From an optimization exercise on the open Yosys and OpenROAD flow, aimed at small area; shortcuts taken in it are not production practice. In this exercise RTL edits were held to simulation tests only and were not proved equivalent to the original. Power is estimated from default activity; no workload was simulated.

==> willow: inputs <==
==> flow/design.v (excerpt) <==
module MIPS_Processor (
    output    wire       [31:0]      PC_M,
    output    wire       [31:0]      ALU_OUT_M,
    output    wire       [31:0]      writeData_M,
    output    wire                   MemWrite_M,
    input     wire       [31:0]      Instr_M, RD_M,
    input     wire                   clk_M, rst_M
);
==> module AND2, before the edit <==
module AND2 (input wire a, b, output wire y);
assign y = a & b;
endmodule
==> module AND3, before the edit <==
module AND3 (input wire a, b, c, output wire y);
assign y = a & b & c;
endmodule
==> module OR2, before the edit <==
module OR2 (input wire a, b, output wire y);
assign y = a | b;
endmodule
==> module Register_File, before the edit <==
module Register_File (
    output wire  [31:0]                 readData1, readData2,
    input  wire  [31:0]                 writeData,
    input  wire  [4:0]                  readAddr1, readAddr2, writeAddr,
    input  wire                         writeEnable,
    input  wire                         clk,
    input  wire                         reset
);
reg  [31:0] valid;
wire [31:0] we, wen, sel1, sel2;
wire [31:0] q [0:31];
WriteDecoder WD (.addr(writeAddr), .en(writeEnable), .we(we), .wen(wen));
Decoder R1 (.addr(readAddr1), .en(valid), .sel(sel1));
Decoder R2 (.addr(readAddr2), .en(valid), .sel(sel2));
genvar i, b;
generate
    for (i = 0; i < 32; i = i + 1) begin : R
        RegRow row (.clk(clk), .we(we[i]), .wen(wen[i]), .wd(writeData), .q(q[i]));
    end
endgenerate
wire [31:0] valid_next;
generate
    for (i = 0; i < 32; i = i + 1) begin : V
        OR2 o (.a(valid[i]), .b(we[i]), .y(valid_next[i]));
    end
endgenerate
always @(posedge clk or negedge reset)
    if (!reset) valid <= 32'b0;
    else        valid <= valid_next;
generate
    for (b = 0; b < 32; b = b + 1) begin : B
        wire [31:0] col;
        for (i = 0; i < 32; i = i + 1) begin : C
            assign col[i] = q[i][b];
        end
        ReadMux M1 (.d(col), .sel(sel1), .y(readData1[b]));
        ReadMux M2 (.d(col), .sel(sel2), .y(readData2[b]));
    end
endgenerate
endmodule
==> module Decoder, before the edit <==
module Decoder (
    input  wire [4:0]  addr,
    input  wire [31:0] en,
    output wire [31:0] sel
);
wire [3:0] lo;
wire [7:0] hi;
genvar i;
generate
    for (i = 0; i < 4; i = i + 1) begin : L
        assign lo[i] = (addr[1:0] == i);
    end
    for (i = 0; i < 8; i = i + 1) begin : H
        assign hi[i] = (addr[4:2] == i);
    end
    for (i = 0; i < 32; i = i + 1) begin : D
        AND3 g (.a(en[i]), .b(lo[i % 4]), .c(hi[i / 4]), .y(sel[i]));
    end
endgenerate
endmodule
==> module WriteDecoder, before the edit <==
module WriteDecoder (
    input  wire [4:0]  addr,
    input  wire        en,
    output wire [31:0] we, wen
);
wire [3:0] lo;
wire [7:0] hi;
genvar i;
generate
    for (i = 0; i < 4; i = i + 1) begin : L
        assign lo[i] = (addr[1:0] == i);
    end
    for (i = 0; i < 8; i = i + 1) begin : H
        assign hi[i] = en & (addr[4:2] == i);
    end
    for (i = 0; i < 32; i = i + 1) begin : D
        AND2  g (.a(lo[i % 4]), .b(hi[i / 4]), .y(we[i]));
        NAND2 n (.a(lo[i % 4]), .b(hi[i / 4]), .y(wen[i]));
    end
endgenerate
endmodule
Settings: LEC_CHECK=0, CAP_MARGIN=20, CORE_MARGIN=2, CORE_UTILIZATION=50, PLACE_DENSITY=0.72, SETUP_SLACK_MARGIN=0.2, SLEW_MARGIN=20, SYNTH_HIERARCHICAL=1, SYNTH_MINIMUM_KEEP_SIZE=0, BUFFER_PORTS_ARGS=-buffer_cell sky130_fd_sc_hd__buf_1, CTS_ARGS=-sink_clustering_enable -repair_clock_nets -dont_use_dummy_load -buf_list sky130_fd_sc_hd__clkbuf_16 -sink_clustering_size 28 -sink_clustering_max_diameter 90; clock period 18.0 ns.
standard.sh (not shown) runs the stock make flow with config.mk's settings and CLKGATE_MAP_FILE= SYNTH_SCRIPT=/design/flow/synth_recipe.tcl, a recipe that flattens the netlist after the stock synthesis.
==> flow/flow/run.sh <==
#!/bin/bash
# Layout flow: the standard flow (standard.sh) with two changes to how
# the layout is made:
#  - port buffers are the smallest buffer, sky130_fd_sc_hd__buf_1,
#  - clock tree synthesis inserts no dummy loads and clusters up to 28
#    flip-flops (within 90 um) on each clkbuf_16 leaf buffer.
# Each tool's output is in the ORFS logs under orfs/logs; standard.sh's own
# output is in standard.log.
set -e
cat >> config.mk <<'X'
export BUFFER_PORTS_ARGS = -buffer_cell sky130_fd_sc_hd__buf_1
export CTS_ARGS = -sink_clustering_enable -repair_clock_nets -dont_use_dummy_load -buf_list sky130_fd_sc_hd__clkbuf_16 -sink_clustering_size 28 -sink_clustering_max_diameter 90
X
mkdir -p my_inputs
cp standard.sh synth_recipe.tcl config.mk constraint.sdc my_inputs/ 2>/dev/null || true
bash standard.sh > standard.log 2>&1
==> inputs of amber, as changes to willow <==
==> flow/flow/run.sh (replaced) <==
#!/bin/bash
# Layout flow: the standard flow (standard.sh) with two changes to how
# the layout is made:
#  - port buffers are the smallest buffer, sky130_fd_sc_hd__buf_1,
#  - clock tree synthesis inserts no dummy loads and clusters up to 24
#    flip-flops (within 100 um) on each clkbuf_16 leaf buffer.
# Each tool's output is in the ORFS logs under orfs/logs; standard.sh's own
# output is in standard.log.
set -e
cat >> config.mk <<'X'
export BUFFER_PORTS_ARGS = -buffer_cell sky130_fd_sc_hd__buf_1
export CTS_ARGS = -sink_clustering_enable -repair_clock_nets -dont_use_dummy_load -buf_list sky130_fd_sc_hd__clkbuf_16 -sink_clustering_size 24 -sink_clustering_max_diameter 100
X
mkdir -p my_inputs
cp standard.sh synth_recipe.tcl config.mk constraint.sdc my_inputs/ 2>/dev/null || true
bash standard.sh > standard.log 2>&1
CTS_ARGS = -sink_clustering_enable -repair_clock_nets -dont_use_dummy_load -buf_list sky130_fd_sc_hd__clkbuf_16 -sink_clustering_size 24 -sink_clustering_max_diameter 100   (was -sink_clustering_enable -repair_clock_nets -dont_use_dummy_load -buf_list sky130_fd_sc_hd__clkbuf_16 -sink_clustering_size 28 -sink_clustering_max_diameter 90)
==> inputs of umber, as changes to willow <==
--- a/flow/design.v
+++ b/flow/design.v
@@ -35,11 +35,2 @@
 endmodule
-module AND2 (input wire a, b, output wire y);
-assign y = a & b;
-endmodule
-module AND3 (input wire a, b, c, output wire y);
-assign y = a & b & c;
-endmodule
-module OR2 (input wire a, b, output wire y);
-assign y = a | b;
-endmodule
 module Adder (
@@ -98,5 +89,6 @@
 reg  [31:0] valid;
-wire [31:0] we, wen, sel1, sel2;
+wire [31:0] we, sel1, sel2;
+wire [31:0] wen = ~we;
 wire [31:0] q [0:31];
-WriteDecoder WD (.addr(writeAddr), .en(writeEnable), .we(we), .wen(wen));
+Decoder WD (.addr(writeAddr), .en({32{writeEnable}}), .sel(we));
 Decoder R1 (.addr(readAddr1), .en(valid), .sel(sel1));
@@ -109,11 +101,5 @@
 endgenerate
-wire [31:0] valid_next;
-generate
-    for (i = 0; i < 32; i = i + 1) begin : V
-        OR2 o (.a(valid[i]), .b(we[i]), .y(valid_next[i]));
-    end
-endgenerate
 always @(posedge clk or negedge reset)
     if (!reset) valid <= 32'b0;
-    else        valid <= valid_next;
+    else        valid <= valid | we;
 generate
@@ -134,35 +120,6 @@
 );
-wire [3:0] lo;
-wire [7:0] hi;
-genvar i;
-generate
-    for (i = 0; i < 4; i = i + 1) begin : L
-        assign lo[i] = (addr[1:0] == i);
-    end
-    for (i = 0; i < 8; i = i + 1) begin : H
-        assign hi[i] = (addr[4:2] == i);
-    end
-    for (i = 0; i < 32; i = i + 1) begin : D
-        AND3 g (.a(en[i]), .b(lo[i % 4]), .c(hi[i / 4]), .y(sel[i]));
-    end
-endgenerate
-endmodule
-module WriteDecoder (
-    input  wire [4:0]  addr,
-    input  wire        en,
-    output wire [31:0] we, wen
-);
-wire [3:0] lo;
-wire [7:0] hi;
 genvar i;
 generate
-    for (i = 0; i < 4; i = i + 1) begin : L
-        assign lo[i] = (addr[1:0] == i);
-    end
-    for (i = 0; i < 8; i = i + 1) begin : H
-        assign hi[i] = en & (addr[4:2] == i);
-    end
     for (i = 0; i < 32; i = i + 1) begin : D
-        AND2  g (.a(lo[i % 4]), .b(hi[i / 4]), .y(we[i]));
-        NAND2 n (.a(lo[i % 4]), .b(hi[i / 4]), .y(wen[i]));
+        assign sel[i] = en[i] & (addr == i);
     end
==> flow/flow/run.sh (replaced) <==
#!/bin/bash
# Layout flow: the standard flow (standard.sh) with three changes to how
# the layout is made:
#  - port buffers are the smallest buffer, sky130_fd_sc_hd__buf_1,
#  - clock tree synthesis inserts no dummy loads,
#  - after global routing, gates off the critical paths are downsized
#    (repair_timing -recover_power).
# Each tool's output is in the ORFS logs under orfs/logs; standard.sh's own
# output is in standard.log.
set -e
cat >> config.mk <<'X'
export BUFFER_PORTS_ARGS = -buffer_cell sky130_fd_sc_hd__buf_1
export CTS_ARGS = -sink_clustering_enable -repair_clock_nets -dont_use_dummy_load
export RECOVER_POWER = 100
X
mkdir -p my_inputs
cp standard.sh synth_recipe.tcl config.mk constraint.sdc my_inputs/ 2>/dev/null || true
bash standard.sh > standard.log 2>&1
CTS_ARGS = -sink_clustering_enable -repair_clock_nets -dont_use_dummy_load   (was -sink_clustering_enable -repair_clock_nets -dont_use_dummy_load -buf_list sky130_fd_sc_hd__clkbuf_16 -sink_clustering_size 28 -sink_clustering_max_diameter 90)
PLACE_DENSITY = default   (was 0.72)
RECOVER_POWER = 100   (was default)
SETUP_SLACK_MARGIN = default   (was 0.2)
==> comparison <==
- willow completed without violations. amber produced a clean layout. umber completed, yet does not pass: max-capacitance violations, max-slew violations, negative setup slack.
- In final cell count, willow and amber do not differ.
- Non-clock buffer count is the same in willow and amber.
- Die area is the same in amber and willow.
- In flip-flop and latch count, umber and amber do not differ.
- Clock power: umber > amber > willow.
- Of willow and amber, amber has the higher global-route usage (gap 0.090 points).
- Clock skew: umber is lower than amber (0.016 ns).
- In critical path depth, amber and willow do not differ.

==> what the ideal ports hide <==
Ports are ideal in the flow. The routed layouts listed here were re-timed in OpenROAD.
Step 1 (the two cells are an assumption about what drives the block):
set clk [get_ports {clk_M}]
set_driving_cell -lib_cell sky130_fd_sc_hd__clkbuf_16 $clk
set_driving_cell -lib_cell sky130_fd_sc_hd__buf_2 [delete_from_list [all_inputs] $clk]
Step 2 adds t to the input delays and takes it off the output delays; t is the mean of the earliest and latest rising clock arrival at the registers after step 1. Input paths then give back, and output paths get back, about the clock's delay inside the block.
Three values: ideal ports, drivers, drivers and shift; two values: the first two.
run	t (ns)	setup slack, ns	worst slew at a driven data input, ns
willow	0.721	0.307 / 0.280 / 0.280	0.14
amber	0.745	0.372 / 0.345 / 0.345	0.15
umber	0.775	-0.023 / -0.055 / -0.055	0.08
For umber, which loses most, drivers alone change the setup slack by -0.032 ns; drivers and shift together by -0.032 ns.
